Context: an optimization exercise on an open-source flow, tuned for small area, a short achievable clock period and few clock cycles. The choices shown serve that exercise and are no tape-out recipe.
At most, simulation tests tie the RTL to the original design; equivalence was not proved.
For run 6, only the layout was checked, not whether the RTL still works.
No activity file was given, so power comes from the tool's default toggle rates.

$ cat design/flow/config.mk
export PLATFORM = sky130hd
export DESIGN_NAME = triangle
export DESIGN_NICKNAME = triangle
export VERILOG_FILES = /design/flow/design.v
export SDC_FILE = /design/flow/constraint.sdc
export NUM_CORES = 4
export LEC_CHECK = 0
export ABC_AREA = 1
export CAP_MARGIN = 20
export CORE_MARGIN = 2
export CORE_UTILIZATION = 65
export SETUP_SLACK_MARGIN = 3.8
export SLEW_MARGIN = 20
$ cat design/flow/constraint.sdc
create_clock -name core_clock -period 6.0 [get_ports {clk}]
set_input_delay 1.2000 -clock core_clock [delete_from_list [all_inputs] [get_ports {clk}]]
set_output_delay 1.2000 -clock core_clock [all_outputs]
set_load 0.01 [all_outputs]
$ cat design/flow/design.v
module triangle (clk, reset, nt, xi, yi, busy, po, xo, yo);
   input clk, reset, nt;
   input [2:0] xi, yi;
   output reg busy, po;
   output reg [2:0] xo, yo;
reg [1:0] ld;            
reg [2:0] X2, Y2;
reg [2:0] YM;            
reg [2:0] W;             
reg       rt;            
reg [2:0] xe;            
reg [2:0] svl, svh;      
reg       fresh;         
reg [2:0] n, dou, din;
reg       up;
function [2:0] fdiv;
   input [2:0] w, n, d;
   begin
      case ({w, n, d})
      9'd1: fdiv = 3'd0;
      9'd2: fdiv = 3'd0;
      9'd3: fdiv = 3'd0;
      9'd4: fdiv = 3'd0;
      9'd5: fdiv = 3'd0;
      9'd6: fdiv = 3'd0;
      9'd7: fdiv = 3'd0;
      9'd9: fdiv = 3'd0;
      9'd10: fdiv = 3'd0;
      9'd11: fdiv = 3'd0;
      9'd12: fdiv = 3'd0;
      9'd13: fdiv = 3'd0;
      9'd14: fdiv = 3'd0;
      9'd15: fdiv = 3'd0;
      9'd18: fdiv = 3'd0;
      9'd19: fdiv = 3'd0;
      9'd20: fdiv = 3'd0;
      9'd21: fdiv = 3'd0;
      9'd22: fdiv = 3'd0;
      9'd23: fdiv = 3'd0;
      9'd27: fdiv = 3'd0;
      9'd28: fdiv = 3'd0;
      9'd29: fdiv = 3'd0;
      9'd30: fdiv = 3'd0;
      9'd31: fdiv = 3'd0;
      9'd36: fdiv = 3'd0;
      9'd37: fdiv = 3'd0;
      9'd38: fdiv = 3'd0;
      9'd39: fdiv = 3'd0;
      9'd45: fdiv = 3'd0;
      9'd46: fdiv = 3'd0;
      9'd47: fdiv = 3'd0;
      9'd54: fdiv = 3'd0;
      9'd55: fdiv = 3'd0;
      9'd63: fdiv = 3'd0;
      9'd65: fdiv = 3'd0;
      9'd66: fdiv = 3'd0;
      9'd67: fdiv = 3'd0;
      9'd68: fdiv = 3'd0;
      9'd69: fdiv = 3'd0;
      9'd70: fdiv = 3'd0;
      9'd71: fdiv = 3'd0;
      9'd73: fdiv = 3'd1;
      9'd74: fdiv = 3'd0;
      9'd75: fdiv = 3'd0;
      9'd76: fdiv = 3'd0;
      9'd77: fdiv = 3'd0;
      9'd78: fdiv = 3'd0;
      9'd79: fdiv = 3'd0;
      9'd82: fdiv = 3'd1;
      9'd83: fdiv = 3'd0;
      9'd84: fdiv = 3'd0;
      9'd85: fdiv = 3'd0;
      9'd86: fdiv = 3'd0;
      9'd87: fdiv = 3'd0;
      9'd91: fdiv = 3'd1;
      9'd92: fdiv = 3'd0;
      9'd93: fdiv = 3'd0;
      9'd94: fdiv = 3'd0;
      9'd95: fdiv = 3'd0;
      9'd100: fdiv = 3'd1;
      9'd101: fdiv = 3'd0;
      9'd102: fdiv = 3'd0;
      9'd103: fdiv = 3'd0;
      9'd109: fdiv = 3'd1;
      9'd110: fdiv = 3'd0;
      9'd111: fdiv = 3'd0;
      9'd118: fdiv = 3'd1;
      9'd119: fdiv = 3'd0;
      9'd127: fdiv = 3'd1;
      9'd129: fdiv = 3'd0;
      9'd130: fdiv = 3'd0;
      9'd131: fdiv = 3'd0;
      9'd132: fdiv = 3'd0;
      9'd133: fdiv = 3'd0;
      9'd134: fdiv = 3'd0;
      9'd135: fdiv = 3'd0;
      9'd137: fdiv = 3'd2;
      9'd138: fdiv = 3'd1;
      9'd139: fdiv = 3'd0;
      9'd140: fdiv = 3'd0;
      9'd141: fdiv = 3'd0;
      9'd142: fdiv = 3'd0;
      9'd143: fdiv = 3'd0;
      9'd146: fdiv = 3'd2;
      9'd147: fdiv = 3'd1;
      9'd148: fdiv = 3'd1;
      9'd149: fdiv = 3'd0;
      9'd150: fdiv = 3'd0;
      9'd151: fdiv = 3'd0;
      9'd155: fdiv = 3'd2;
      9'd156: fdiv = 3'd1;
      9'd157: fdiv = 3'd1;
      9'd158: fdiv = 3'd1;
      9'd159: fdiv = 3'd0;
      9'd164: fdiv = 3'd2;
      9'd165: fdiv = 3'd1;
      9'd166: fdiv = 3'd1;
      9'd167: fdiv = 3'd1;
      9'd173: fdiv = 3'd2;
      9'd174: fdiv = 3'd1;
      9'd175: fdiv = 3'd1;
      9'd182: fdiv = 3'd2;
      9'd183: fdiv = 3'd1;
      9'd191: fdiv = 3'd2;
      9'd193: fdiv = 3'd0;
      9'd194: fdiv = 3'd0;
      9'd195: fdiv = 3'd0;
      9'd196: fdiv = 3'd0;
      9'd197: fdiv = 3'd0;
      9'd198: fdiv = 3'd0;
      9'd199: fdiv = 3'd0;
      9'd201: fdiv = 3'd3;
      9'd202: fdiv = 3'd1;
      9'd203: fdiv = 3'd1;
      9'd204: fdiv = 3'd0;
      9'd205: fdiv = 3'd0;
      9'd206: fdiv = 3'd0;
      9'd207: fdiv = 3'd0;
      9'd210: fdiv = 3'd3;
      9'd211: fdiv = 3'd2;
      9'd212: fdiv = 3'd1;
      9'd213: fdiv = 3'd1;
      9'd214: fdiv = 3'd1;
      9'd215: fdiv = 3'd0;
      9'd219: fdiv = 3'd3;
      9'd220: fdiv = 3'd2;
      9'd221: fdiv = 3'd1;
      9'd222: fdiv = 3'd1;
      9'd223: fdiv = 3'd1;
      9'd228: fdiv = 3'd3;
      9'd229: fdiv = 3'd2;
      9'd230: fdiv = 3'd2;
      9'd231: fdiv = 3'd1;
      9'd237: fdiv = 3'd3;
      9'd238: fdiv = 3'd2;
      9'd239: fdiv = 3'd2;
      9'd246: fdiv = 3'd3;
      9'd247: fdiv = 3'd2;
      9'd255: fdiv = 3'd3;
      9'd257: fdiv = 3'd0;
      9'd258: fdiv = 3'd0;
      9'd259: fdiv = 3'd0;
      9'd260: fdiv = 3'd0;
      9'd261: fdiv = 3'd0;
      9'd262: fdiv = 3'd0;
      9'd263: fdiv = 3'd0;
      9'd265: fdiv = 3'd4;
      9'd266: fdiv = 3'd2;
      9'd267: fdiv = 3'd1;
      9'd268: fdiv = 3'd1;
      9'd269: fdiv = 3'd0;
      9'd270: fdiv = 3'd0;
      9'd271: fdiv = 3'd0;
      9'd274: fdiv = 3'd4;
      9'd275: fdiv = 3'd2;
      9'd276: fdiv = 3'd2;
      9'd277: fdiv = 3'd1;
      9'd278: fdiv = 3'd1;
      9'd279: fdiv = 3'd1;
      9'd283: fdiv = 3'd4;
      9'd284: fdiv = 3'd3;
      9'd285: fdiv = 3'd2;
      9'd286: fdiv = 3'd2;
      9'd287: fdiv = 3'd1;
      9'd292: fdiv = 3'd4;
      9'd293: fdiv = 3'd3;
      9'd294: fdiv = 3'd2;
      9'd295: fdiv = 3'd2;
      9'd301: fdiv = 3'd4;
      9'd302: fdiv = 3'd3;
      9'd303: fdiv = 3'd2;
      9'd310: fdiv = 3'd4;
      9'd311: fdiv = 3'd3;
      9'd319: fdiv = 3'd4;
      9'd321: fdiv = 3'd0;
      9'd322: fdiv = 3'd0;
      9'd323: fdiv = 3'd0;
      9'd324: fdiv = 3'd0;
      9'd325: fdiv = 3'd0;
      9'd326: fdiv = 3'd0;
      9'd327: fdiv = 3'd0;
      9'd329: fdiv = 3'd5;
      9'd330: fdiv = 3'd2;
      9'd331: fdiv = 3'd1;
      9'd332: fdiv = 3'd1;
      9'd333: fdiv = 3'd1;
      9'd334: fdiv = 3'd0;
      9'd335: fdiv = 3'd0;
      9'd338: fdiv = 3'd5;
      9'd339: fdiv = 3'd3;
      9'd340: fdiv = 3'd2;
      9'd341: fdiv = 3'd2;
      9'd342: fdiv = 3'd1;
      9'd343: fdiv = 3'd1;
      9'd347: fdiv = 3'd5;
      9'd348: fdiv = 3'd3;
      9'd349: fdiv = 3'd3;
      9'd350: fdiv = 3'd2;
      9'd351: fdiv = 3'd2;
      9'd356: fdiv = 3'd5;
      9'd357: fdiv = 3'd4;
      9'd358: fdiv = 3'd3;
      9'd359: fdiv = 3'd2;
      9'd365: fdiv = 3'd5;
      9'd366: fdiv = 3'd4;
      9'd367: fdiv = 3'd3;
      9'd374: fdiv = 3'd5;
      9'd375: fdiv = 3'd4;
      9'd383: fdiv = 3'd5;
      9'd385: fdiv = 3'd0;
      9'd386: fdiv = 3'd0;
      9'd387: fdiv = 3'd0;
      9'd388: fdiv = 3'd0;
      9'd389: fdiv = 3'd0;
      9'd390: fdiv = 3'd0;
      9'd391: fdiv = 3'd0;
      9'd393: fdiv = 3'd6;
      9'd394: fdiv = 3'd3;
      9'd395: fdiv = 3'd2;
      9'd396: fdiv = 3'd1;
      9'd397: fdiv = 3'd1;
      9'd398: fdiv = 3'd1;
      9'd399: fdiv = 3'd0;
      9'd402: fdiv = 3'd6;
      9'd403: fdiv = 3'd4;
      9'd404: fdiv = 3'd3;
      9'd405: fdiv = 3'd2;
      9'd406: fdiv = 3'd2;
      9'd407: fdiv = 3'd1;
      9'd411: fdiv = 3'd6;
      9'd412: fdiv = 3'd4;
      9'd413: fdiv = 3'd3;
      9'd414: fdiv = 3'd3;
      9'd415: fdiv = 3'd2;
      9'd420: fdiv = 3'd6;
      9'd421: fdiv = 3'd4;
      9'd422: fdiv = 3'd4;
      9'd423: fdiv = 3'd3;
      9'd429: fdiv = 3'd6;
      9'd430: fdiv = 3'd5;
      9'd431: fdiv = 3'd4;
      9'd438: fdiv = 3'd6;
      9'd439: fdiv = 3'd5;
      9'd447: fdiv = 3'd6;
      9'd449: fdiv = 3'd0;
      9'd450: fdiv = 3'd0;
      9'd451: fdiv = 3'd0;
      9'd452: fdiv = 3'd0;
      9'd453: fdiv = 3'd0;
      9'd454: fdiv = 3'd0;
      9'd455: fdiv = 3'd0;
      9'd457: fdiv = 3'd7;
      9'd458: fdiv = 3'd3;
      9'd459: fdiv = 3'd2;
      9'd460: fdiv = 3'd1;
      9'd461: fdiv = 3'd1;
      9'd462: fdiv = 3'd1;
      9'd463: fdiv = 3'd1;
      9'd466: fdiv = 3'd7;
      9'd467: fdiv = 3'd4;
      9'd468: fdiv = 3'd3;
      9'd469: fdiv = 3'd2;
      9'd470: fdiv = 3'd2;
      9'd471: fdiv = 3'd2;
      9'd475: fdiv = 3'd7;
      9'd476: fdiv = 3'd5;
      9'd477: fdiv = 3'd4;
      9'd478: fdiv = 3'd3;
      9'd479: fdiv = 3'd3;
      9'd484: fdiv = 3'd7;
      9'd485: fdiv = 3'd5;
      9'd486: fdiv = 3'd4;
      9'd487: fdiv = 3'd4;
      9'd493: fdiv = 3'd7;
      9'd494: fdiv = 3'd5;
      9'd495: fdiv = 3'd5;
      9'd502: fdiv = 3'd7;
      9'd503: fdiv = 3'd6;
      9'd511: fdiv = 3'd7;
      default: fdiv = 3'bxxx;
      endcase
   end
endfunction
function [2:0] cdiv;
   input [2:0] w, n, d;
   begin
      case ({w, n, d})
      9'd1: cdiv = 3'd0;
      9'd2: cdiv = 3'd0;
      9'd3: cdiv = 3'd0;
      9'd4: cdiv = 3'd0;
      9'd5: cdiv = 3'd0;
      9'd6: cdiv = 3'd0;
      9'd7: cdiv = 3'd0;
      9'd9: cdiv = 3'd0;
      9'd10: cdiv = 3'd0;
      9'd11: cdiv = 3'd0;
      9'd12: cdiv = 3'd0;
      9'd13: cdiv = 3'd0;
      9'd14: cdiv = 3'd0;
      9'd15: cdiv = 3'd0;
      9'd18: cdiv = 3'd0;
      9'd19: cdiv = 3'd0;
      9'd20: cdiv = 3'd0;
      9'd21: cdiv = 3'd0;
      9'd22: cdiv = 3'd0;
      9'd23: cdiv = 3'd0;
      9'd27: cdiv = 3'd0;
      9'd28: cdiv = 3'd0;
      9'd29: cdiv = 3'd0;
      9'd30: cdiv = 3'd0;
      9'd31: cdiv = 3'd0;
      9'd36: cdiv = 3'd0;
      9'd37: cdiv = 3'd0;
      9'd38: cdiv = 3'd0;
      9'd39: cdiv = 3'd0;
      9'd45: cdiv = 3'd0;
      9'd46: cdiv = 3'd0;
      9'd47: cdiv = 3'd0;
      9'd54: cdiv = 3'd0;
      9'd55: cdiv = 3'd0;
      9'd63: cdiv = 3'd0;
      9'd65: cdiv = 3'd0;
      9'd66: cdiv = 3'd0;
      9'd67: cdiv = 3'd0;
      9'd68: cdiv = 3'd0;
      9'd69: cdiv = 3'd0;
      9'd70: cdiv = 3'd0;
      9'd71: cdiv = 3'd0;
      9'd73: cdiv = 3'd1;
      9'd74: cdiv = 3'd1;
      9'd75: cdiv = 3'd1;
      9'd76: cdiv = 3'd1;
      9'd77: cdiv = 3'd1;
      9'd78: cdiv = 3'd1;
      9'd79: cdiv = 3'd1;
      9'd82: cdiv = 3'd1;
      9'd83: cdiv = 3'd1;
      9'd84: cdiv = 3'd1;
      9'd85: cdiv = 3'd1;
      9'd86: cdiv = 3'd1;
      9'd87: cdiv = 3'd1;
      9'd91: cdiv = 3'd1;
      9'd92: cdiv = 3'd1;
      9'd93: cdiv = 3'd1;
      9'd94: cdiv = 3'd1;
      9'd95: cdiv = 3'd1;
      9'd100: cdiv = 3'd1;
      9'd101: cdiv = 3'd1;
      9'd102: cdiv = 3'd1;
      9'd103: cdiv = 3'd1;
      9'd109: cdiv = 3'd1;
      9'd110: cdiv = 3'd1;
      9'd111: cdiv = 3'd1;
      9'd118: cdiv = 3'd1;
      9'd119: cdiv = 3'd1;
      9'd127: cdiv = 3'd1;
      9'd129: cdiv = 3'd0;
      9'd130: cdiv = 3'd0;
      9'd131: cdiv = 3'd0;
      9'd132: cdiv = 3'd0;
      9'd133: cdiv = 3'd0;
      9'd134: cdiv = 3'd0;
      9'd135: cdiv = 3'd0;
      9'd137: cdiv = 3'd2;
      9'd138: cdiv = 3'd1;
      9'd139: cdiv = 3'd1;
      9'd140: cdiv = 3'd1;
      9'd141: cdiv = 3'd1;
      9'd142: cdiv = 3'd1;
      9'd143: cdiv = 3'd1;
      9'd146: cdiv = 3'd2;
      9'd147: cdiv = 3'd2;
      9'd148: cdiv = 3'd1;
      9'd149: cdiv = 3'd1;
      9'd150: cdiv = 3'd1;
      9'd151: cdiv = 3'd1;
      9'd155: cdiv = 3'd2;
      9'd156: cdiv = 3'd2;
      9'd157: cdiv = 3'd2;
      9'd158: cdiv = 3'd1;
      9'd159: cdiv = 3'd1;
      9'd164: cdiv = 3'd2;
      9'd165: cdiv = 3'd2;
      9'd166: cdiv = 3'd2;
      9'd167: cdiv = 3'd2;
      9'd173: cdiv = 3'd2;
      9'd174: cdiv = 3'd2;
      9'd175: cdiv = 3'd2;
      9'd182: cdiv = 3'd2;
      9'd183: cdiv = 3'd2;
      9'd191: cdiv = 3'd2;
      9'd193: cdiv = 3'd0;
      9'd194: cdiv = 3'd0;
      9'd195: cdiv = 3'd0;
      9'd196: cdiv = 3'd0;
      9'd197: cdiv = 3'd0;
      9'd198: cdiv = 3'd0;
      9'd199: cdiv = 3'd0;
      9'd201: cdiv = 3'd3;
      9'd202: cdiv = 3'd2;
      9'd203: cdiv = 3'd1;
      9'd204: cdiv = 3'd1;
      9'd205: cdiv = 3'd1;
      9'd206: cdiv = 3'd1;
      9'd207: cdiv = 3'd1;
      9'd210: cdiv = 3'd3;
      9'd211: cdiv = 3'd2;
      9'd212: cdiv = 3'd2;
      9'd213: cdiv = 3'd2;
      9'd214: cdiv = 3'd1;
      9'd215: cdiv = 3'd1;
      9'd219: cdiv = 3'd3;
      9'd220: cdiv = 3'd3;
      9'd221: cdiv = 3'd2;
      9'd222: cdiv = 3'd2;
      9'd223: cdiv = 3'd2;
      9'd228: cdiv = 3'd3;
      9'd229: cdiv = 3'd3;
      9'd230: cdiv = 3'd2;
      9'd231: cdiv = 3'd2;
      9'd237: cdiv = 3'd3;
      9'd238: cdiv = 3'd3;
      9'd239: cdiv = 3'd3;
      9'd246: cdiv = 3'd3;
      9'd247: cdiv = 3'd3;
      9'd255: cdiv = 3'd3;
      9'd257: cdiv = 3'd0;
      9'd258: cdiv = 3'd0;
      9'd259: cdiv = 3'd0;
      9'd260: cdiv = 3'd0;
      9'd261: cdiv = 3'd0;
      9'd262: cdiv = 3'd0;
      9'd263: cdiv = 3'd0;
      9'd265: cdiv = 3'd4;
      9'd266: cdiv = 3'd2;
      9'd267: cdiv = 3'd2;
      9'd268: cdiv = 3'd1;
      9'd269: cdiv = 3'd1;
      9'd270: cdiv = 3'd1;
      9'd271: cdiv = 3'd1;
      9'd274: cdiv = 3'd4;
      9'd275: cdiv = 3'd3;
      9'd276: cdiv = 3'd2;
      9'd277: cdiv = 3'd2;
      9'd278: cdiv = 3'd2;
      9'd279: cdiv = 3'd2;
      9'd283: cdiv = 3'd4;
      9'd284: cdiv = 3'd3;
      9'd285: cdiv = 3'd3;
      9'd286: cdiv = 3'd2;
      9'd287: cdiv = 3'd2;
      9'd292: cdiv = 3'd4;
      9'd293: cdiv = 3'd4;
      9'd294: cdiv = 3'd3;
      9'd295: cdiv = 3'd3;
      9'd301: cdiv = 3'd4;
      9'd302: cdiv = 3'd4;
      9'd303: cdiv = 3'd3;
      9'd310: cdiv = 3'd4;
      9'd311: cdiv = 3'd4;
      9'd319: cdiv = 3'd4;
      9'd321: cdiv = 3'd0;
      9'd322: cdiv = 3'd0;
      9'd323: cdiv = 3'd0;
      9'd324: cdiv = 3'd0;
      9'd325: cdiv = 3'd0;
      9'd326: cdiv = 3'd0;
      9'd327: cdiv = 3'd0;
      9'd329: cdiv = 3'd5;
      9'd330: cdiv = 3'd3;
      9'd331: cdiv = 3'd2;
      9'd332: cdiv = 3'd2;
      9'd333: cdiv = 3'd1;
      9'd334: cdiv = 3'd1;
      9'd335: cdiv = 3'd1;
      9'd338: cdiv = 3'd5;
      9'd339: cdiv = 3'd4;
      9'd340: cdiv = 3'd3;
      9'd341: cdiv = 3'd2;
      9'd342: cdiv = 3'd2;
      9'd343: cdiv = 3'd2;
      9'd347: cdiv = 3'd5;
      9'd348: cdiv = 3'd4;
      9'd349: cdiv = 3'd3;
      9'd350: cdiv = 3'd3;
      9'd351: cdiv = 3'd3;
      9'd356: cdiv = 3'd5;
      9'd357: cdiv = 3'd4;
      9'd358: cdiv = 3'd4;
      9'd359: cdiv = 3'd3;
      9'd365: cdiv = 3'd5;
      9'd366: cdiv = 3'd5;
      9'd367: cdiv = 3'd4;
      9'd374: cdiv = 3'd5;
      9'd375: cdiv = 3'd5;
      9'd383: cdiv = 3'd5;
      9'd385: cdiv = 3'd0;
      9'd386: cdiv = 3'd0;
      9'd387: cdiv = 3'd0;
      9'd388: cdiv = 3'd0;
      9'd389: cdiv = 3'd0;
      9'd390: cdiv = 3'd0;
      9'd391: cdiv = 3'd0;
      9'd393: cdiv = 3'd6;
      9'd394: cdiv = 3'd3;
      9'd395: cdiv = 3'd2;
      9'd396: cdiv = 3'd2;
      9'd397: cdiv = 3'd2;
      9'd398: cdiv = 3'd1;
      9'd399: cdiv = 3'd1;
      9'd402: cdiv = 3'd6;
      9'd403: cdiv = 3'd4;
      9'd404: cdiv = 3'd3;
      9'd405: cdiv = 3'd3;
      9'd406: cdiv = 3'd2;
      9'd407: cdiv = 3'd2;
      9'd411: cdiv = 3'd6;
      9'd412: cdiv = 3'd5;
      9'd413: cdiv = 3'd4;
      9'd414: cdiv = 3'd3;
      9'd415: cdiv = 3'd3;
      9'd420: cdiv = 3'd6;
      9'd421: cdiv = 3'd5;
      9'd422: cdiv = 3'd4;
      9'd423: cdiv = 3'd4;
      9'd429: cdiv = 3'd6;
      9'd430: cdiv = 3'd5;
      9'd431: cdiv = 3'd5;
      9'd438: cdiv = 3'd6;
      9'd439: cdiv = 3'd6;
      9'd447: cdiv = 3'd6;
      9'd449: cdiv = 3'd0;
      9'd450: cdiv = 3'd0;
      9'd451: cdiv = 3'd0;
      9'd452: cdiv = 3'd0;
      9'd453: cdiv = 3'd0;
      9'd454: cdiv = 3'd0;
      9'd455: cdiv = 3'd0;
      9'd457: cdiv = 3'd7;
      9'd458: cdiv = 3'd4;
      9'd459: cdiv = 3'd3;
      9'd460: cdiv = 3'd2;
      9'd461: cdiv = 3'd2;
      9'd462: cdiv = 3'd2;
      9'd463: cdiv = 3'd1;
      9'd466: cdiv = 3'd7;
      9'd467: cdiv = 3'd5;
      9'd468: cdiv = 3'd4;
      9'd469: cdiv = 3'd3;
      9'd470: cdiv = 3'd3;
      9'd471: cdiv = 3'd2;
      9'd475: cdiv = 3'd7;
      9'd476: cdiv = 3'd6;
      9'd477: cdiv = 3'd5;
      9'd478: cdiv = 3'd4;
      9'd479: cdiv = 3'd3;
      9'd484: cdiv = 3'd7;
      9'd485: cdiv = 3'd6;
      9'd486: cdiv = 3'd5;
      9'd487: cdiv = 3'd4;
      9'd493: cdiv = 3'd7;
      9'd494: cdiv = 3'd6;
      9'd495: cdiv = 3'd5;
      9'd502: cdiv = 3'd7;
      9'd503: cdiv = 3'd6;
      9'd511: cdiv = 3'd7;
      default: cdiv = 3'bxxx;
      endcase
   end
endfunction
function [2:0] add3;
   input [2:0] a, b;
   begin
      add3 = a + b;
   end
endfunction
function [2:0] sub3;
   input [2:0] a, b;
   begin
      sub3 = a - b;
   end
endfunction
function gt3;
   input [2:0] a, b;
   begin
      gt3 = (a[2] & ~b[2]) | (~(a[2] ^ b[2]) & ((a[1] & ~b[1]) | (~(a[1] ^ b[1]) & a[0] & ~b[0])));
   end
endfunction
function [2:0] absd3;
   input [2:0] a, b;
   begin
      absd3 = (a > b) ? a - b : b - a;
   end
endfunction
function [2:0] subp3;
   input [2:0] a, b;
   begin
      subp3 = (a > b) ? a - b : 3'd0;
   end
endfunction
wire       run  = ld == 2'd3;
wire       adv  = run && !fresh && xo == xe;    
wire       sem  = gt3(svl, svh);                
wire [2:0] slo  = rt ? sub3(X2, svh) : add3(X2, svl);
wire [2:0] shi  = rt ? sub3(X2, svl) : add3(X2, svh);
wire       tip  = gt3(din, n);                  
wire [2:0] vlo  = cdiv(W, n, dou);
wire [2:0] vhi  = tip ? fdiv(W, n, din) : W;
wire       nz   = n == 3'd0;
wire       eq12 = up && din == 3'd0;            
wire       take = adv || (fresh && (run || (ld == 2'd2 && !up)));
wire [2:0] ybas = (ld == 2'd1) ? yo : Y2;
wire [2:0] dyu  = sub3(yi, ybas);
wire [2:0] dyd  = sub3(ybas, yi);
wire       yigt = gt3(yi, ybas);
always @(posedge clk or posedge reset) begin
   if (reset) begin
      busy <= 1'b0; po <= 1'b0; ld <= 2'd0;
   end else if (ld == 2'd0) begin
      po <= 1'b0;
      if (nt) begin
         busy <= 1'b1; ld <= 2'd1;
      end
   end else if (ld == 2'd1) begin
      ld <= 2'd2; po <= 1'b1;
   end else if (ld == 2'd2) begin
      ld <= 2'd3;
      po <= eq12;                     
   end else begin
      if (xo != xe) begin
         po <= 1'b1;
         if (add3(xo, 3'd1) == xe && yo == YM) begin
            busy <= 1'b0; ld <= 2'd0;
         end
      end else if (fresh) begin
         po <= 1'b0;
      end else begin
         po <= !sem;
         if (!sem && svl == svh && add3(yo, 3'd1) == YM) begin
            busy <= 1'b0; ld <= 2'd0;
         end
      end
   end
end
always @(posedge clk) begin
   if (fresh || adv) begin
      svl <= vlo; svh <= vhi;
   end
   if (take) begin
      n  <= (up || nz) ? add3(n, 3'd1) : sub3(n, 3'd1);
      up <= up || nz;
   end
   if (ld == 2'd0) begin
      xo <= xi; yo <= yi;             
   end else if (ld == 2'd1) begin
      W  <= absd3(xi, xo);
      rt <= gt3(xi, xo);
      X2 <= xi; Y2 <= yi; YM <= 3'd7;
      fresh <= 1'b1;
      if (yigt) begin                 
         up <= 1'b0; n <= add3(yi, ~yo); dou <= dyu; din <= 3'd0;
      end else begin                  
         up <= 1'b1; n <= 3'd1; din <= dyd;
      end
      if (gt3(yo, yi)) begin
         xo <= xi; xe <= xi; yo <= yi;
      end else if (yi == yo) begin
         xo <= gt3(xi, xo) ? xo : xi; xe <= gt3(xi, xo) ? xi : xo;
      end else begin
         xe <= xo;
      end
   end else if (ld == 2'd2) begin
      YM <= yigt ? yi : Y2;
      if (up || nz) dou <= dyu;
      if (up) begin
      end else if (nz) din <= 3'd0;   
      else din <= yigt ? 3'd0 : dyd;
      fresh <= up;
      if (eq12) xo <= add3(xo, 3'd1);
   end else begin
      if (take && !up && nz) begin    
         dou <= sub3(YM, Y2); din <= 3'd0;
      end
      fresh <= 1'b0;
      if (xo != xe) begin
         xo <= add3(xo, 3'd1);
      end else if (!fresh) begin
         yo <= add3(yo, 3'd1);
         xe <= shi;
         xo <= sem ? shi : slo;
      end
   end
end
endmodule
$ cat design/flow/flow/run.sh
#!/bin/bash
# The standard layout (standard.sh) with two synthesis changes, neither of
# which touches a register:
#  1. no adder cell mapping (ADDER_MAP_FILE empty);
#  2. after the standard synthesis, the combinational cells are mapped again by
#     abc with an area script (flow/resynth.tcl), twice; every flip-flop instance is
#     kept as it is, with its name and cell type.
set -euo pipefail
B=$PWD/orfs/results/sky130hd/triangle/base
bash standard.sh ADDER_MAP_FILE= $B/1_2_yosys.v > standard_synth.log 2>&1
cp $B/1_2_yosys.v yosys_standard.v
DONT_USE="$(grep -o -- '-dont_use [^ ]*' orfs/logs/sky130hd/triangle/base/1_2_yosys.log | sort -u | tr '\n' ' ')" \
  IN=$PWD/yosys_standard.v OUT=$PWD/yosys_resynth.v \
  yosys -c flow/resynth.tcl > resynth.log 2>&1
DONT_USE="$(grep -o -- '-dont_use [^ ]*' orfs/logs/sky130hd/triangle/base/1_2_yosys.log | sort -u | tr '\n' ' ')" \
  IN=$PWD/yosys_resynth.v OUT=$PWD/yosys_resynth2.v \
  yosys -c flow/resynth.tcl > resynth2.log 2>&1
cp yosys_resynth2.v $B/1_2_yosys.v
touch $B/1_2_yosys.v
bash standard.sh ADDER_MAP_FILE= finish > standard_flow.log 2>&1
$ cat design/flow/flow/resynth.tcl
# Map the combinational logic of the synthesized netlist again with abc.
# Flip-flops are black boxes here, so they keep their instance names and cells.
set lib $::env(FLOW_HOME)/platforms/sky130hd/lib/sky130_fd_sc_hd__tt_025C_1v80.lib
yosys read_liberty -ignore_miss_func $lib
yosys read_verilog $::env(IN)
yosys hierarchy -top triangle
foreach c [list dfrtp_1 dfxtp_1 edfxtp_1 dfstp_2 dfrtp_2 dfxtp_2 dfxtp_4 dfrtp_4 dfstp_1 dfstp_4 dfsbp_1 dfrbp_1 dfxbp_1 edfxbp_1] {
  yosys setattr -mod -set blackbox 1 sky130_fd_sc_hd__$c
}
yosys flatten
yosys opt_clean -purge
yosys delete t:\$scopeinfo
yosys abc -liberty $lib {*}$::env(DONT_USE) -script "+strash;&get -n;&deepsyn -T 30;&put;dch -f;map -B 0.9;topo;stime -c;buffer -c;upsize -c;dnsize -c" -D 2300
yosys opt_clean -purge
yosys stat -liberty $lib
yosys hierarchy -top triangle
yosys write_verilog -noattr -nohex -nodec $::env(OUT)
$ cat design/flow/standard.sh
#!/bin/bash
# synth_recipe.tcl (not shown) runs the flow's synth.tcl, then flattens the netlist and writes it again
# the make line also repeats each setting of config.mk as NAME=value (left out here)
make -C /OpenROAD-flow-scripts/flow DESIGN_CONFIG=/design/flow/config.mk WORK_HOME=/design/flow/orfs CLKGATE_MAP_FILE= SYNTH_SCRIPT=/design/flow/synth_recipe.tcl "${@:-finish}"
==> summary.md, run 1 <==
| Metric | Value |
|---|---|
| GR Util All Layers | `30.04%` |
| Clock latency on the worst-skew pair | `0.30 ns` |
| Clk Tree Root Cell | `clkbuf_8` |
| Vias in the first global route | `3189` |
| Port buffer count | `16` |
| Skew final | `0.01084 ns` |
| Arrival time worst endpoint | `2.31 ns` |
| Gpl congestion | `0.9457` |
| Startpoint types | `input pin` |
| Final Hold Viols | `0` |
| Met2 GRT Util | `50.96%` |
| Outcome | `finished clean` |
| Fmax | `447.4 MHz` |
| Full die area | `0.005904 mm²` |
| H-tree levels | `2` |
| DR DRC count | `0` |
| Final Util | `76.95%` |
| Clock slew at reported path FFs | `0.09 ns` |
| Max-slew headroom at the worst pin | `69.29%` |
| Drt pass-1 iters | `6` |
| Critical path's slowest cell | `clkdlybuf4s15_2` |
| Pleak | `1.803 nW` |
| Worst Path Required | `6.07 ns` |
| Total gr overflow | `0` |
| Post-Route WL | `8808 µm` |
| Total power | `2.546 mW` |
| Largest net degree at the start of global routing | `21` |
| Final setup vio count | `0` |
| DR iter-0 viols | `245` |
| Antenna violations before repair | `0` |
| Met3 Usage GRT | `6.471%` |
| Crit. End Element | `flop` |
| Syn avg cell area | `6.869 µm²` |
| Global-route wire length before repair | `14310 µm` |
| Die X-Extent | `76.84 µm` |
| Syn_nets | `511` |
| HPWL Detailed | `6396 µm` |
| Starting Density | `67.52%` |
| Setup_tns | `0 ns` |
| Most frequent CP cell | `nand2_1` |
| Synth Instances | `502` |
| Post-Syn Area | `0.003448 mm²` |
| Final nets | `541` |
| CORE AREA | `0.005107 mm²` |
| Synth Warn # | `1` |
| Crit path buffers/inverters | `4` |
| ANT cells | `0` |
| GR peak layer | `met2` |
| Max_cap viols | `0` |
| Via/cell ratio | `5.869` |
| Worst path cell trace | `clkdlybuf4s15_2 -> inv_2 -> nand2_1 -> nand3_1 -> nand2_2 -> inv_2 -> nand2_1 -> nand2_2 -> a21oi_1 -> o21ai_1 -> nand2_1 -> inv_1` |
| Worst IR Drop VDD | `0.4012 mV` |
| Clock period minus worst slack | `2.235 ns` |
| Crit Path Category | `input pin to flop` |
| Die H | `76.84 µm` |
| Clock tree sinks | `43` |
| Top delay family on crit path | `simple AND/OR/NAND/NOR gates` |
| CTS tree | `yes` |
| Unrepaired setup endpoints after global routing | `true` |
| GR Layer Usage met1 | `37.50%` |
| Slew @ Worst Pin | `0.4601 ns` |
| Layout cells sized above 1 | `18.76%` |
| FP Rows | `26` |
| Layout area overhead | `13.97%` |
| Slowest Stage Delay on Critical Path | `0.23 ns` |
| WL/cell | `14.61 µm` |
| CTS Buf Count | `5` |
| DRT antenna net count | `0` |
| Top Ports | `17` |
| Fin crit share | `37.25%` |
| DR vias | `3539` |
| Max Root-Sink Buffers | `2` |
| Power density cells | `647.9 mW/mm²` |
| CP max FO | `4` |
| Hold Crit Class | `flop to flop` |
| Slew Limit Fails | `0` |
| Fillers | `376` |
## cells in the final DEF, fill, tap and decap left out, drive strengths merged, types with 4 or more instances in the layout
cell type	n
a31oi	4
or2	4
buf	15
edfxtp	35
nor2	66
o22ai	4
xnor2	6
clkbuf	10
dfxtp	4
inv	72
xor2	12
nand3	34
a21oi	22
dfrtp	4
nand2	163
o21ai	41
nand4	8
o211ai	6
## metrics by stage
step	instances	setup slack, ns	area [µm²]	hold WS (ns)
3_5_place_dp	585	2.870	3747	0.4664
5_1_grt	603	3.686	3930	0.5194
4_1_cts	598	3.596	3869	0.4840
3_3_place_gp	585	2.950	3747	0.4631
6_report	603	3.765	3930	0.4936
2_1_floorplan	502	3.777	3526	0.5045
## tightest hold or removal path: stages (launching register included)
cell     delay (ns)
dfrtp_1        0.36
nand2_1        0.05
nand2_1        0.05
## power breakdown
| group | switching (mW) | internal (mW) |
|---|---|---|
| Sequential | 0.174 | 0.555 |
| Combinational | 1.06 | 0.572 |
| Clock | 0.103 | 0.0815 |
## area by class of cell
type	count	area, µm²	share of cell area [%]
multi-input cells	383	1973	50.21
flip-flops and latches	43	1235	31.42
inverters	73	335.3	8.532
repair buffers	26	214.0	5.444
well taps	70	87.58	2.229
clock buffers	6	72.57	1.847
clock inverters	2	12.51	0.3184
## registers in the layout, indices dropped and copies added, names as in the netlist, 3 cells and up
| register | cells |
|---|---|
| dou | 3 |
| Y2 | 3 |
| xe | 3 |
| xo | 3 |
| svh | 3 |
| W | 3 |
| YM | 3 |
| din | 3 |
| n | 3 |
| X2 | 3 |
| svl | 3 |
| yo | 3 |
## path summary, 6_finish.rpt
path	startpoint	end	slack, ns	cells past startpoint
setup / recovery	xi[2]	xe[0]$_DFFE_PP_	3.77	12
min in group asynchronous	reset	ld[0]$_DFFE_PP0P_	1.07	2
setup reg to reg	xo[1]$_DFFE_PP_	dou[2]$_DFFE_PP_	3.91	11
max in group asynchronous	reset	ld[1]$_DFFE_PP0P_	4.77	2
hold reg to reg	busy$_DFFE_PP0P_	busy$_DFFE_PP0P_	0.49	2
hold / removal	busy$_DFFE_PP0P_	busy$_DFFE_PP0P_	0.49	2
## routing by layer
| layer | share of wire [%] | wire [µm] |
|---|---|---|
| met1 | 40 | 3539 |
| met2 | 49 | 4340 |
| met5 | 0 | 0 |
| met4 | 2.2 | 195 |
| met3 | 8.3 | 732 |
## repair_timing
action                                 CTS  global route
pin swaps                                2             3
endpoints found under the hold margin    0             0
hold buffers                             0             0
resized for setup                       50            22
setup endpoints to repair               34            24
buffers inserted                         5             5
Testbench counts, summed over its fixed seeds: cycles 5,273.
==> run 2: changes to the inputs <==
--- a/design/flow/config.mk
+++ b/design/flow/config.mk
@@ -11,3 +11,3 @@
 export CORE_UTILIZATION = 65
-export SETUP_SLACK_MARGIN = 3.8
+export SETUP_SLACK_MARGIN = 4.0
 export SLEW_MARGIN = 20
==> summary.md, run 2 <==
| Metric | Value |
|---|---|
| Unrepaired setup endpoints after global routing | `true` |
| ANT cells | `0` |
| Synth Instances | `502` |
| P_sw | `1.583 mW` |
| Layout area overhead | `24.89%` |
| Clock latency on the worst-skew pair | `0.32 ns` |
| Die H | `76.84 µm` |
| Stages on the worst setup path | `10` |
| H-tree levels | `2` |
| Worst path cell trace | `buf_4 -> inv_4 -> or2_1 -> nand2_2 -> nand4_4 -> a21oi_2 -> nand4_1 -> nand3_1 -> nand2_1 -> nand2_4` |
| DR vias | `4061` |
| Power density cells | `669.3 mW/mm²` |
| Hold-fix buffers, CTS | `0` |
| Register share of total power | `25.1%` |
| GR Util All Layers | `33.84%` |
| Sequential cell area | `0.001237 mm²` |
| Layout cells sized above 1 | `27.91%` |
| Crit path from | `xo[0]$_DFFE_PP_` |
| CTS Buf Count | `5` |
| Die X-Extent | `76.84 µm` |
| Crit path buffers/inverters | `2` |
| Register-to-register setup slack | `3.65 ns` |
| Outcome | `finished clean` |
| Synth Warn # | `1` |
| Drt pass-1 iters | `6` |
| Fillers | `313` |
| Power Internal | `1.300 mW` |
| Max_cap viols | `0` |
| CTS tree | `yes` |
| Worst IR Drop VDD | `0.4614 mV` |
| Total gr overflow | `0` |
| Port buffer count | `16` |
| Slew Limit Fails | `0` |
| Max-slew headroom at the worst pin | `71.73%` |
| Slew @ Worst Pin | `0.4195 ns` |
| Clock slew at reported path FFs | `0.09 ns` |
| Crit Path Category | `flop to flop` |
| Clock tree sinks | `43` |
| Post-Route WL | `12250 µm` |
| Antenna violations before repair | `0` |
| CP max FO | `8` |
| Combinational share of power | `68.2%` |
| Pleak | `1.965 nW` |
| Clock power frac | `6.8%` |
| HPWL Detailed | `6470 µm` |
| Slowest Stage Delay on Critical Path | `0.40 ns` |
| Switching Share | `54.92%` |
| Arrival time worst endpoint | `2.39 ns` |
| Hold Crit Class | `flop to flop` |
| Fin crit share | `39.22%` |
| DR iter-0 viols | `602` |
| R2r startpoint | `xo[0]$_DFFE_PP_` |
| Hold Path Stages | `2` |
| DRT antenna net count | `0` |
| Number of cells on the worst reg-to-reg path | `10` |
| Largest net degree at the start of global routing | `21` |
| Final nets | `567` |
| Most frequent cells in the layout | `nand2_1, nor2_1, inv_1` |
| Final setup vio count | `0` |
| Critical path's slowest cell | `edfxtp_1` |
| WL/cell | `19.48 µm` |
| Skew final | `0.01081 ns` |
| Top Ports | `17` |
| Clk Tree Root Cell | `clkbuf_8` |
| CORE AREA | `0.005107 mm²` |
| DR DRC count | `0` |
| End of the worst register-to-register path | `dou[2]$_DFFE_PP_` |
| Startpoint types | `flop` |
| Top delay family on crit path | `simple AND/OR/NAND/NOR gates` |
| Final Hold Viols | `0` |
| Global-route wire length before repair | `15920 µm` |
| Crit. End Element | `flop` |
| Final Cell Area | `0.004307 mm²` |
| Worst Path Required | `6.04 ns` |
| Multi-input gate area | `0.002123 mm²` |
| Fmax | `424.9 MHz` |
| Post-DP Area | `0.003761 mm²` |
| Vias in the first global route | `3470` |
| FP Rows | `26` |
| Max Root-Sink Buffers | `2` |
| Gpl congestion | `0.9359` |
| Syn avg cell area | `6.869 µm²` |
| Starting Density | `67.52%` |
| Post-Syn Area | `0.003448 mm²` |
| CP Capture Point | `dou[2]$_DFFE_PP_` |
| Setup_tns | `0 ns` |
| Via/cell ratio | `6.456` |
| Syn_nets | `511` |
| Commonest non-fill, non-tap cell in the layout | `nand2_1` |
| Clock period minus worst slack | `2.353 ns` |
| Full die area | `0.005904 mm²` |
[run 2: power groups by stage]
stage | Clock [mW] | Combinational (mW) | Sequential, mW
floorplan | 0 | 1.17 | 0.722
global placement | 0 | 1.46 | 0.760
detailed placement | 0 | 1.51 | 0.762
CTS | 0.185 | 1.63 | 0.718
global route | 0.204 | 2.12 | 0.735
finish | 0.195 | 1.96 | 0.723
[run 2: through the flow]
step	hold slack [ns]	worst slack, ns	instances	power, mW	utilization [%]
2_1_floorplan	0.5045	3.777	502	1.895	-
3_3_place_gp	0.4698	2.898	585	2.224	73.64
3_5_place_dp	0.4761	2.803	585	2.268	73.64
4_1_cts	0.4959	3.900	615	2.531	79.15
5_1_grt	0.5691	3.579	629	3.062	84.32
6_report	0.5537	3.647	629	2.883	84.32
[run 2: metal layers]
metal / part of all wire (%) / routed length (µm) / vias to the layer above / global-route usage (%)
met4: 7.8 / 958 / 0 / 19.27
met2: 48 / 5835 / 392 / 56.14
met5: 0 / 0 / - / 0
met1: 33 / 4070 / 1798 / 40.99
li1: - / - / 1759 / -
met3: 11 / 1386 / 112 / 6.706
[run 2: how the worst min path moves through the flow]
stage,endpoint,startpoint
final,busy$_DFFE_PP0P_,busy$_DFFE_PP0P_
after global routing,busy$_DFFE_PP0P_,busy$_DFFE_PP0P_
after CTS,busy$_DFFE_PP0P_,busy$_DFFE_PP0P_
after detailed placement,busy$_DFFE_PP0P_,busy$_DFFE_PP0P_
after global placement,busy$_DFFE_PP0P_,busy$_DFFE_PP0P_
after floorplan,busy$_DFFE_PP0P_,busy$_DFFE_PP0P_
[run 2: final cells by class]
class,count,share of cell area [%]
tap,70,2.034
clock buffer,6,1.685
inverter,73,8.222
multi-input combinational,383,49.30
sequential,43,28.73
clock inverter,2,0.2905
timing repair buffer,52,9.733
[run 2: tightest hold or removal path, cell delays in order (launching register included)]
cell and delay, ns:
dfrtp_1 0.38, nand2_1 0.09, nand2_1 0.06
[run 2: timing repair]
action | CTS | global route
pin swaps | 14 | 21
setup buffers | 22 | 14
setup endpoints to repair | 46 | 39
gates resized for setup | 93 | 43
==> run 3: changes to the inputs <==
--- a/design/flow/config.mk
+++ b/design/flow/config.mk
@@ -11,3 +11,3 @@
 export CORE_UTILIZATION = 65
-export SETUP_SLACK_MARGIN = 4.0
+export SETUP_SLACK_MARGIN = 3.7
 export SLEW_MARGIN = 20
==> summary.md, run 3 <==
| Metric | Value |
|---|---|
| Outcome | `finished clean` |
| Synth Warn # | `1` |
| Critical path's slowest cell | `edfxtp_1` |
| Starting Density | `67.52%` |
| Post-Syn Area | `0.003448 mm²` |
| Worst Path Required | `4.80 ns` |
| Port buffer count | `16` |
| Worst IR Drop VDD | `0.3571 mV` |
| DRT antenna net count | `0` |
| Startpoint types | `flop` |
| Via/cell ratio | `5.763` |
| Clk Tree Root Cell | `clkbuf_8` |
| Gpl congestion | `0.9711` |
| Total gr overflow | `0` |
| Vias in the first global route | `3141` |
| Most frequent cells in the layout | `nand2_1, nor2_1, inv_1` |
| P_sw | `1.329 mW` |
| Clock power frac | `7.7%` |
| Slew @ Worst Pin | `0.4581 ns` |
| FP Rows | `26` |
| Top delay family on crit path | `flip-flops` |
| Crit Path Category | `flop to primary output` |
| ANT cells | `0` |
| WL/cell | `14.37 µm` |
| Die H | `76.84 µm` |
| Hold-fix buffers, CTS | `0` |
| Clock tree sinks | `43` |
| Top Ports | `17` |
| Max Root-Sink Buffers | `2` |
| Unrepaired setup endpoints after global routing | `true` |
| Slew Limit Fails | `0` |
| CTS tree | `yes` |
| Power Internal | `1.191 mW` |
| Full die area | `0.005904 mm²` |
| Layout cells sized above 1 | `17.17%` |
| GR Util All Layers | `29.92%` |
| Final Hold Viols | `0` |
| Arrival time worst endpoint | `1.06 ns` |
| Synth Instances | `502` |
| Syn avg cell area | `6.869 µm²` |
| Final Cell Area | `0.003846 mm²` |
| CTS Buf Count | `5` |
| Hold Crit Class | `flop to flop` |
| Slowest Stage Delay on Critical Path | `0.48 ns` |
| Global-route wire length before repair | `14340 µm` |
| Die X-Extent | `76.84 µm` |
| Final WS setup | `3.742 ns` |
| Syn_nets | `511` |
| Pleak | `1.774 nW` |
| Max-slew headroom at the worst pin | `69.42%` |
| Drt pass-1 iters | `5` |
| Clock period minus worst slack | `2.258 ns` |
| Clock slew at reported path FFs | `0.08 ns` |
| HPWL Detailed | `6353 µm` |
| DR DRC count | `0` |
| Fmax | `442.8 MHz` |
| CP max FO | `5` |
| Clock latency on the worst-skew pair | `0.31 ns` |
| Crit. End Element | `primary output` |
| Placed cells | `585` |
| Switching Share | `52.74%` |
| Largest net degree at the start of global routing | `21` |
| Dpl ws | `2.987 ns` |
| Post-Route WL | `8619 µm` |
| Final nets | `538` |
| Antenna violations before repair | `0` |
| Fin crit share | `37.64%` |
| Register share of total power | `28.9%` |
| Setup_tns | `0 ns` |
| Worst path cell trace | `clkdlybuf4s15_1` |
| CORE AREA | `0.005107 mm²` |
| Final hold slack | `0.4819 ns` |
| Max_cap viols | `0` |
| DR iter-0 viols | `354` |
| DR vias | `3458` |
| Combinational share of power | `63.4%` |
| Crit path buffers/inverters | `1` |
| Commonest non-fill, non-tap cell in the layout | `nand2_1` |
| Skew final | `0.01147 ns` |
| Post-route insts no fill | `600` |
| Layout area overhead | `11.54%` |
| Final setup vio count | `0` |
| Post-DP Area | `0.003670 mm²` |
| Power density cells | `655.4 mW/mm²` |
| H-tree levels | `2` |
## run 3: layout make-up
class                   count  area [µm²]
fillers                   419        1261
flip-flops and latches     43        1232
well taps                  70       87.58
clock inverters             3       25.02
repair buffers             23       180.2
inverters                  73       302.8
multi-input cells         383        1949
clock buffers               5       68.82
## run 3: power groups by stage
stage / Clock (mW) / Sequential (mW) / Combinational (mW)
after floorplan: 0 / 0.718 / 1.15
after global placement: 0 / 0.755 / 1.43
after detailed placement: 0 / 0.759 / 1.47
after CTS: 0.195 / 0.722 / 1.54
after global routing: 0.202 / 0.746 / 1.78
final: 0.193 / 0.728 / 1.60
## run 3: final timing paths
path	startpoint	end	slack [ns]	cells after the start
setup / recovery	yo[0]$_DFFE_PP_	yo[0]	3.74	1
hold / removal	busy$_DFFE_PP0P_	busy$_DFFE_PP0P_	0.48	2
setup reg to reg	ld[1]$_DFFE_PP0P_	YM[0]$_SDFFCE_PN1P_	3.79	10
hold reg to reg	busy$_DFFE_PP0P_	busy$_DFFE_PP0P_	0.48	2
max in group asynchronous	reset	ld[1]$_DFFE_PP0P_	4.75	2
min in group asynchronous	reset	busy$_DFFE_PP0P_	1.09	2
## run 3: per-layer routing
metal,global-route usage (%),vias to the layer above,wire (µm),share of wire [%]
met2,51.23,168,4175,48
li1,-,1704,-,-
met4,9.818,0,228,2.6
met3,4.588,29,681,7.9
met1,38.74,1557,3533,41
met5,0,-,0,0
## run 3: what timing repair did
item	CTS	global route
gates resized for setup	32	23
setup endpoints to repair	29	17
pin swaps	2	7
buffers inserted	6	1
hold endpoints to repair	0	0
## run 3: metrics by stage
step	utilization (%)	power [mW]
after global routing	75.31	2.732
final	75.31	2.521
after floorplan	-	1.863
after global placement	71.85	2.188
after CTS	74.94	2.460
after detailed placement	71.85	2.232
==> run 4: changes to the inputs <==
--- a/design/flow/config.mk
+++ b/design/flow/config.mk
@@ -10,3 +10,3 @@
 export CORE_MARGIN = 2
-export CORE_UTILIZATION = 65
+export CORE_UTILIZATION = 55
 export SETUP_SLACK_MARGIN = 3.7
==> summary.md, run 4 <==
| Metric | Value |
|---|---|
| Most frequent cells in the layout | `nand2_1, inv_1, nor2_1` |
| Pleak | `1.793 nW` |
| Final Cell Area | `0.003882 mm²` |
| Drt pass-1 iters | `4` |
| Hold Path Stages | `2` |
| Top delay family on crit path | `buffers and inverters` |
| Max Root-Sink Buffers | `2` |
| DR DRC count | `0` |
| Vias in the first global route | `3013` |
| Slew Limit Fails | `0` |
| Clock slew at reported path FFs | `0.09 ns` |
| Synth Instances | `502` |
| Arrival time worst endpoint | `2.26 ns` |
| Number of cells on the worst reg-to-reg path | `9` |
| Worst Path Required | `6.03 ns` |
| Worst path cell trace | `clkdlybuf4s15_2 -> nor2_2 -> inv_1 -> nand2_1 -> nand2_2 -> inv_2 -> nand2_2 -> o211ai_1 -> o21ai_0` |
| Clock latency on the worst-skew pair | `0.31 ns` |
| Total power | `2.509 mW` |
| Power density cells | `646.4 mW/mm²` |
| R2r startpoint | `ld[1]$_DFFE_PP0P_` |
| Top Ports | `17` |
| Final Util | `64.81%` |
| Full die area | `0.006919 mm²` |
| Slowest Stage Delay on Critical Path | `0.25 ns` |
| Crit path buffers/inverters | `3` |
| Clock period minus worst slack | `2.225 ns` |
| Hold Crit Start | `busy$_DFFE_PP0P_` |
| DR vias | `3346` |
| ANT cells | `0` |
| Startpoint types | `input pin` |
| Die X-Extent | `83.18 µm` |
| Post-DP Area | `0.003676 mm²` |
| Clk Tree Root Cell | `clkbuf_8` |
| Final setup vio count | `0` |
| CTS Buf Count | `5` |
| DRT antenna net count | `0` |
| Crit Path Category | `input pin to flop` |
| H-tree levels | `2` |
| Crit. End Element | `flop` |
| Via/cell ratio | `5.494` |
| Layout cells sized above 1 | `17.23%` |
| Crit path from | `yi[2]` |
| Port buffer count | `16` |
| Power Internal | `1.202 mW` |
| Outcome | `finished clean` |
| Final Hold Viols | `0` |
| Fillers | `553` |
| Commonest non-fill, non-tap cell in the layout | `nand2_1` |
| Slew @ Worst Pin | `0.4752 ns` |
| Clock power frac | `7.8%` |
| Largest net degree at the start of global routing | `21` |
| Worst IR Drop VDD | `0.4500 mV` |
| Synth Warn # | `1` |
| Gpl congestion | `0.8885` |
| Unrepaired setup endpoints after global routing | `true` |
| CP max FO | `7` |
| Layout area overhead | `12.59%` |
| CTS tree | `yes` |
| Sequential cell area | `0.001235 mm²` |
| Clock tree sinks | `43` |
| Hold Crit Class | `flop to flop` |
| WL/cell | `13.86 µm` |
| Critical path's slowest cell | `clkdlybuf4s15_2` |
| Switching Share | `52.11%` |
| Hold-fix buffers, CTS | `0` |
| Register share of total power | `28.9%` |
| Fin crit share | `37.08%` |
| Starting Density | `57.56%` |
| Post-Route WL | `8442 µm` |
| Antenna violations before repair | `0` |
| Skew final | `0.01499 ns` |
| FP Rows | `28` |
| Global-route wire length before repair | `13770 µm` |
| Max_cap viols | `0` |
| Setup_tns | `0 ns` |
| Syn_nets | `511` |
| Max-slew headroom at the worst pin | `68.27%` |
| Multi-input gate area | `0.001948 mm²` |
| Combinational share of power | `63.3%` |
| Syn avg cell area | `6.869 µm²` |
| P_sw | `1.308 mW` |
| DR iter-0 viols | `302` |
| Post-Syn Area | `0.003448 mm²` |
| Most frequent CP cell | `nand2_2` |
| Stages on the worst setup path | `9` |
| CORE AREA | `0.005991 mm²` |
| HPWL Detailed | `6422 µm` |
| Fmax | `449.5 MHz` |
| Total gr overflow | `0` |
| Die H | `83.18 µm` |
| Final nets | `542` |
| GR Util All Layers | `24.48%` |
-- run 4: layer usage --
layer | GRT usage, % | part of all wire (%) | wire, µm
met5 | 0 | 0 | 0
met4 | 6.408 | 1.4 | 114
met3 | 3.280 | 4.5 | 382
met2 | 41.20 | 48 | 4021
met1 | 33.35 | 46 | 3923
-- run 4: area by class of cell --
cell class / count / area share, %
flip-flops and latches: 43 / 31.81
repair buffers: 27 / 5.543
multi-input cells: 383 / 50.18
well taps: 75 / 2.417
clock inverters: 3 / 0.6123
inverters: 73 / 7.670
clock buffers: 5 / 1.772
-- run 4: path summary, 6_finish.rpt --
| check | to | slack (ns) |
|---|---|---|
| worst max-delay path | xe[1]$_DFFE_PP_ | 3.78 |
| worst min-delay path | busy$_DFFE_PP0P_ | 0.49 |
| worst max register to register | YM[0]$_SDFFCE_PN1P_ | 3.83 |
| worst min register to register | busy$_DFFE_PP0P_ | 0.49 |
| max in group asynchronous | ld[1]$_DFFE_PP0P_ | 4.78 |
| min in group asynchronous | ld[1]$_DFFE_PP0P_ | 1.06 |
-- run 4: worst register-to-register path: stages, from the launching register on --
cell	delay [ns]
dfrtp_4	0.60
inv_12	0.12
nand2_4	0.12
inv_2	0.37
nand2_1	0.16
o21ai_2	0.10
or2_4	0.15
o211ai_2	0.09
nand2_2	0.10
o211ai_1	0.10
-- run 4: repair_timing --
action                     in CTS  in global routing
buffers inserted                7                  4
gates resized for setup        28                 19
setup endpoints to repair      29                 19
pin swaps                       1                  4
-- run 4: power by group through the flow --
stage                     Combinational [mW]  Clock, mW  Sequential (mW)
after floorplan                         1.15          0            0.718
after global placement                  1.45          0            0.760
after detailed placement                1.48          0            0.760
after CTS                               1.56      0.197            0.719
after global routing                    1.79      0.208            0.749
final                                   1.59      0.196            0.725
-- run 4: per-stage QoR --
step	instances	setup slack, ns	hold WS (ns)
3_3_place_gp	590	3.028	0.4650
2_1_floorplan	502	3.703	0.5045
3_5_place_dp	590	2.965	0.4761
6_report	609	3.775	0.4906
4_1_cts	605	3.574	0.4951
5_1_grt	609	3.679	0.5396
==> run 5: changes to the inputs <==
--- a/design/flow/config.mk
+++ b/design/flow/config.mk
@@ -10,3 +10,3 @@
 export CORE_MARGIN = 2
-export CORE_UTILIZATION = 55
+export CORE_UTILIZATION = 72
 export SETUP_SLACK_MARGIN = 3.7
==> summary.md, run 5 <==
| Metric | Value |
|---|---|
| Clk Tree Root Cell | `clkbuf_8` |
| Final nets | `544` |
| Pleak | `1.804 nW` |
| Final setup vio count | `0` |
| Layout cells sized above 1 | `18.66%` |
| Slew @ Worst Pin | `0.4624 ns` |
| Syn_nets | `511` |
| Gpl congestion | `0.9757` |
| Drt pass-1 iters | `5` |
| Final Hold Viols | `0` |
| Fin crit share | `37.57%` |
| ANT cells | `0` |
| Vias in the first global route | `3125` |
| Clock latency on the worst-skew pair | `0.31 ns` |
| Syn avg cell area | `6.869 µm²` |
| Post-Syn Area | `0.003448 mm²` |
| End of the worst register-to-register path | `dou[2]$_DFFE_PP_` |
| FP Rows | `25` |
| HPWL Detailed | `6277 µm` |
| Most frequent cells in the layout | `nand2_1, nor2_1, inv_1` |
| Full die area | `0.005359 mm²` |
| DRT antenna net count | `0` |
| Slew Limit Fails | `0` |
| Register-to-register setup slack | `3.87 ns` |
| Post-Route WL | `8904 µm` |
| Top Ports | `17` |
| Critical path's slowest cell | `edfxtp_1` |
| Commonest non-fill, non-tap cell in the layout | `nand2_1` |
| Arrival time worst endpoint | `1.05 ns` |
| GR Util All Layers | `34.20%` |
| Antenna violations before repair | `0` |
| Crit. End Element | `primary output` |
| H-tree levels | `2` |
| Die H | `73.21 µm` |
| DR iter-0 viols | `403` |
| R2r startpoint | `ld[1]$_DFFE_PP0P_` |
| Unrepaired setup endpoints after global routing | `false` |
| Outcome | `finished clean` |
| Final hold slack | `0.5043 ns` |
| Top delay family on crit path | `flip-flops` |
| WL/cell | `15.09 µm` |
| Startpoint types | `flop` |
| Clock slew at reported path FFs | `0.09 ns` |
| CORE AREA | `0.004661 mm²` |
| Slowest Stage Delay on Critical Path | `0.44 ns` |
| Skew final | `0.01258 ns` |
| Worst IR Drop VDD | `0.4209 mV` |
| Global-route wire length before repair | `14070 µm` |
| DR DRC count | `0` |
| Largest net degree at the start of global routing | `21` |
| Fmax | `443.6 MHz` |
| Synth Instances | `502` |
| Setup_tns | `0 ns` |
| Crit path buffers/inverters | `1` |
| Number of cells on the worst reg-to-reg path | `9` |
| CTS tree | `yes` |
| Worst Path Required | `4.80 ns` |
| Synth Warn # | `1` |
| Die X-Extent | `73.21 µm` |
| DR vias | `3534` |
| Stages on the worst setup path | `1` |
| CTS Buf Count | `5` |
| Max_cap viols | `0` |
| Max-slew headroom at the worst pin | `69.13%` |
| Post-route insts no fill | `590` |
| Hold Crit Class | `flop to flop` |
| Crit path from | `yo[2]$_DFFE_PP_` |
| Layout area overhead | `12.59%` |
| Crit Path Category | `flop to primary output` |
| Placed cells | `569` |
| CP max FO | `2` |
| Via/cell ratio | `5.990` |
| CP Capture Point | `yo[2]` |
| Worst path cell trace | `dlygate4sd2_1` |
| Port buffer count | `16` |
| Hold Crit Start | `busy$_DFFE_PP0P_` |
| Clock tree sinks | `43` |
| Hold-fix buffers, CTS | `0` |
| Starting Density | `73.99%` |
| Max Root-Sink Buffers | `2` |
| Clock period minus worst slack | `2.254 ns` |
| Total gr overflow | `0` |
| Power density cells | `662.2 mW/mm²` |
run 5: repair_timing:
action,CTS,global route
pin swaps,3,5
endpoints found under the setup margin,31,21
setup buffers,9,4
resized for setup,30,30
run 5: how the worst min path moves through the flow:
stage	to	cells past startpoint
global route	busy$_DFFE_PP0P_	2
floorplan	busy$_DFFE_PP0P_	2
detailed placement	busy$_DFFE_PP0P_	2
finish	busy$_DFFE_PP0P_	2
global placement	busy$_DFFE_PP0P_	2
CTS	busy$_DFFE_PP0P_	2
run 5: area by class of cell:
class	count	area, µm²
clock buffers	5	68.82
clock inverters	3	20.02
fillers	324	778.2
inverters	73	305.3
multi-input cells	383	1962
flip-flops and latches	43	1235
well taps	54	67.56
repair buffers	29	224.0
run 5: per-layer routing:
metal  part of all wire (%)  GRT usage [%]  vias up  wire, µm
met4                    3.1          13.58        0       276
met5                      0              0        -         0
met3                    8.6          6.492       35       768
met2                     50          56.06      201      4436
met1                     38          44.62     1584      3422
li1                       -              -     1714         -
run 5: report_power, final:
group          total [mW]  switching (mW)  internal [mW]
registers           0.731           0.176          0.555
logic                1.65            1.07          0.577
clock network       0.188           0.107         0.0811
run 5: metrics by stage:
step                      area, µm²  power (mW)  utilization, %  setup slack [ns]
final                          3882       2.571           83.30             3.746
after global routing           3882       2.767           83.30             3.678
after CTS                      3825       2.460           82.07             3.592
after detailed placement       3650       2.232           78.31             2.976
after global placement         3650       2.178           78.31             3.047
after floorplan                3448       1.863               -             3.703
==> run 6: changes to the inputs <==
--- a/design/flow/design.v
+++ b/design/flow/design.v
@@ -11,3 +11,3 @@
 reg [2:0] xe;            
-reg [2:0] svl, svh;      
+reg [2:0] slo, shi;      
 reg       fresh;         
@@ -623,5 +623,3 @@
 wire       adv  = run && !fresh && xo == xe;    
-wire       sem  = gt3(svl, svh);                
-wire [2:0] slo  = rt ? sub3(X2, svh) : add3(X2, svl);
-wire [2:0] shi  = rt ? sub3(X2, svl) : add3(X2, svh);
+wire       sem  = gt3(slo, shi);                
 wire       tip  = gt3(din, n);                  
@@ -659,3 +657,3 @@
          po <= !sem;
-         if (!sem && svl == svh && add3(yo, 3'd1) == YM) begin
+         if (!sem && slo == shi && add3(yo, 3'd1) == YM) begin
             busy <= 1'b0; ld <= 2'd0;
@@ -667,3 +665,4 @@
    if (fresh || adv) begin
-      svl <= vlo; svh <= vhi;
+      slo <= rt ? sub3(X2, vhi) : add3(X2, vlo);
+      shi <= rt ? sub3(X2, vlo) : add3(X2, vhi);
    end
--- a/design/flow/config.mk
+++ b/design/flow/config.mk
@@ -10,3 +10,3 @@
 export CORE_MARGIN = 2
-export CORE_UTILIZATION = 72
+export CORE_UTILIZATION = 65
 export SETUP_SLACK_MARGIN = 3.7
==> summary.md, run 6 <==
| Metric | Value |
|---|---|
| Crit. End Element | `flop` |
| Full die area | `0.006202 mm²` |
| Final Hold Viols | `0` |
| Final setup vio count | `0` |
| Critical path's slowest cell | `a32oi_2` |
| Clk Tree Root Cell | `clkbuf_8` |
| GR Util All Layers | `36.23%` |
| Fmax | `363.3 MHz` |
| Skew final | `0.01736 ns` |
| Layout cells sized above 1 | `36.44%` |
| Slew @ Worst Pin | `0.5690 ns` |
| ANT cells | `0` |
| Final nets | `598` |
| HPWL Detailed | `7119 µm` |
| Syn avg cell area | `7.122 µm²` |
| Synth Instances | `510` |
| Starting Density | `66.78%` |
| H-tree levels | `2` |
| Syn_nets | `519` |
| Top delay family on crit path | `simple AND/OR/NAND/NOR gates` |
| Crit Path Category | `input pin to flop` |
| CTS Buf Count | `5` |
| Global-route wire length before repair | `17650 µm` |
| Drt pass-1 iters | `6` |
| DR DRC count | `0` |
| Via/cell ratio | `6.873` |
| Antenna violations before repair | `0` |
| CP max FO | `4` |
| Clock slew at reported path FFs | `0.10 ns` |
| Pleak | `2.149 nW` |
| Worst Path Required | `6.04 ns` |
| Die H | `78.76 µm` |
| Slowest Stage Delay on Critical Path | `0.28 ns` |
| Setup_tns | `0 ns` |
| Max-slew headroom at the worst pin | `61.66%` |
| Port buffer count | `16` |
| Largest net degree at the start of global routing | `30` |
| Slew Limit Fails | `0` |
| Vias in the first global route | `3776` |
| Gpl congestion | `0.9283` |
| Max Root-Sink Buffers | `2` |
| DR vias | `4550` |
| CORE AREA | `0.005439 mm²` |
| Total gr overflow | `0` |
| Commonest non-fill, non-tap cell in the layout | `nand2_1` |
| Fillers | `251` |
| Top Ports | `17` |
| Clock period minus worst slack | `2.753 ns` |
| Arrival time worst endpoint | `2.79 ns` |
| Clock tree sinks | `43` |
| Final Util | `89.33%` |
| Sequential cell area | `0.001241 mm²` |
| Layout area overhead | `33.76%` |
| Max_cap viols | `0` |
| Unrepaired setup endpoints after global routing | `true` |
| Worst IR Drop VDD | `0.4270 mV` |
| Clock latency on the worst-skew pair | `0.31 ns` |
| Fin crit share | `45.88%` |
| WL/cell | `22.07 µm` |
| Post-Route WL | `14610 µm` |
| FP Rows | `27` |
| Synth Warn # | `1` |
| Hold-fix buffers, CTS | `0` |
| Crit path buffers/inverters | `4` |
| CTS tree | `yes` |
| Hold Crit Class | `flop to flop` |
| Most frequent CP cell | `nor2_2` |
| DRT antenna net count | `0` |
| Post-Syn Area | `0.003632 mm²` |
| Most frequent cells in the layout | `nand2_1, inv_1, buf_4` |
| Die X-Extent | `78.76 µm` |
| Power density cells | `661.2 mW/mm²` |
| Worst path cell trace | `buf_8 -> clkinvlp_4 -> nor2_2 -> nor2_2 -> inv_1 -> nand2_1 -> nand2_2 -> inv_2 -> nor2_2 -> a31oi_2 -> o21ai_1 -> o21ai_2 -> a32oi_2 -> nor2_1` |
| Multi-input gate area | `0.002416 mm²` |
| DR iter-0 viols | `845` |
| Startpoint types | `input pin` |
| Outcome | `finished clean` |
[run 6: cell types whose count changed in the layout (fill, tap and decap cells not counted), moves of 9 or more]
cell,change
buf_6,+10
inv_1,+9
buf_4,+37
nand2_1,-50
nand2_2,+11
[run 6: per-layer routing]
layer  vias to the layer above  wire [µm]  global-route usage (%)
met2                       538       6756                   61.20
li1                       1866          -                       -
met1                      1987       4747                   46.15
met4                         0       1244                   16.32
met3                       159       1865                   5.227
met5                         -          0                       0
[run 6: worst paths after layout]
check,endpoint,start,slack [ns],cells past startpoint
max,din[0]$_DFFE_PP_,yi[1],3.25,14
min reg2reg,busy$_DFFE_PP0P_,busy$_DFFE_PP0P_,0.54,2
min in group asynchronous,ld[0]$_DFFE_PP0P_,reset,1.06,2
max reg2reg,shi[2]$_DFFE_PP_,din[0]$_DFFE_PP_,3.31,14
max in group asynchronous,ld[1]$_DFFE_PP0P_,reset,4.78,2
min,busy$_DFFE_PP0P_,busy$_DFFE_PP0P_,0.54,2
[run 6: stage by stage]
step	hold slack (ns)	setup WS [ns]	std cells	total power [mW]	instance area, µm²
2_1_floorplan	0.5171	3.459	510	1.802	3689
3_3_place_gp	0.5318	2.701	597	2.128	3940
3_5_place_dp	0.5422	2.595	597	2.171	3940
4_1_cts	0.5370	3.493	648	2.731	4542
5_1_grt	0.5612	3.147	662	3.334	4858
6_report	0.5423	3.247	662	3.212	4858
[run 6: repair_timing]
action,4_1_cts,5_1_grt
pin swaps,24,26
setup buffers,43,14
setup endpoints to repair,45,40
gates resized for setup,86,62
[run 6: final cells by class]
| class | instances | area share, % |
|---|---|---|
| Inverter | 84 | 7.649 |
| Timing Repair Buffer | 74 | 12.49 |
| Sequential cell | 43 | 25.55 |
| Multi-Input combinational cell | 381 | 49.73 |
| Tap cell | 72 | 1.854 |
| Clock buffer | 6 | 1.494 |
| Clock inverter | 2 | 1.236 |
[run 6: where the power goes]
part	leakage (nW)	switching, mW	internal [mW]
clock	0.0654	0.109	0.167
combinational	1.68	1.41	0.821
sequential	0.404	0.177	0.526
total	2.15	1.70	1.51
[run 6: tightest hold or removal path: stages (launching register included)]
cell and delay (ns):
dfrtp_1 0.39, o21ai_1 0.08, inv_1 0.05

==> re-timing with driven ports <==
In the flow no input, the clock included, has a driving cell. The finished layouts below were timed again as built, in two steps. Step 1 assumes that a clkbuf_16 drives the clock port and a buf_2 every other input. Step 2 times the ports against the registers' clock, not the clock port: input delays grow and output delays shrink by t, the midpoint of the rising clock arrivals with the driver on. a / b / c = no drivers / after step 1 / after step 2; a / b = the first two.
| run | t (ns) | setup slack, ns | hold WS [ns] | worst setup path at the end | latest minus earliest clock arrival (ns) |
|---|---|---|---|---|---|
| run 1 | 0.326 | 3.765 / 3.767 / 3.441 | 0.494 / 0.494 / 0.494 | input to register | 0.011 / 0.011 |
| run 2 | 0.343 | 3.647 / 3.647 / 3.321 | 0.554 / 0.554 / 0.554 | input to register | 0.011 / 0.011 |
| run 3 | 0.335 | 3.742 / 3.714 / 3.447 | 0.482 / 0.482 / 0.482 | input to register | 0.011 / 0.012 |
| run 4 | 0.333 | 3.775 / 3.756 / 3.452 | 0.491 / 0.491 / 0.491 | input to register | 0.015 / 0.015 |
| run 5 | 0.337 | 3.746 / 3.715 / 3.451 | 0.504 / 0.504 / 0.504 | input to register | 0.013 / 0.012 |
| run 6 | 0.337 | 3.247 / 3.227 / 2.890 | 0.542 / 0.542 / 0.542 | input to register | 0.018 / 0.018 |
After both steps every run listed still meets setup and hold. The setup slack of run 6, which loses most, moves by -0.020 ns with the drivers and by -0.357 ns with both steps.
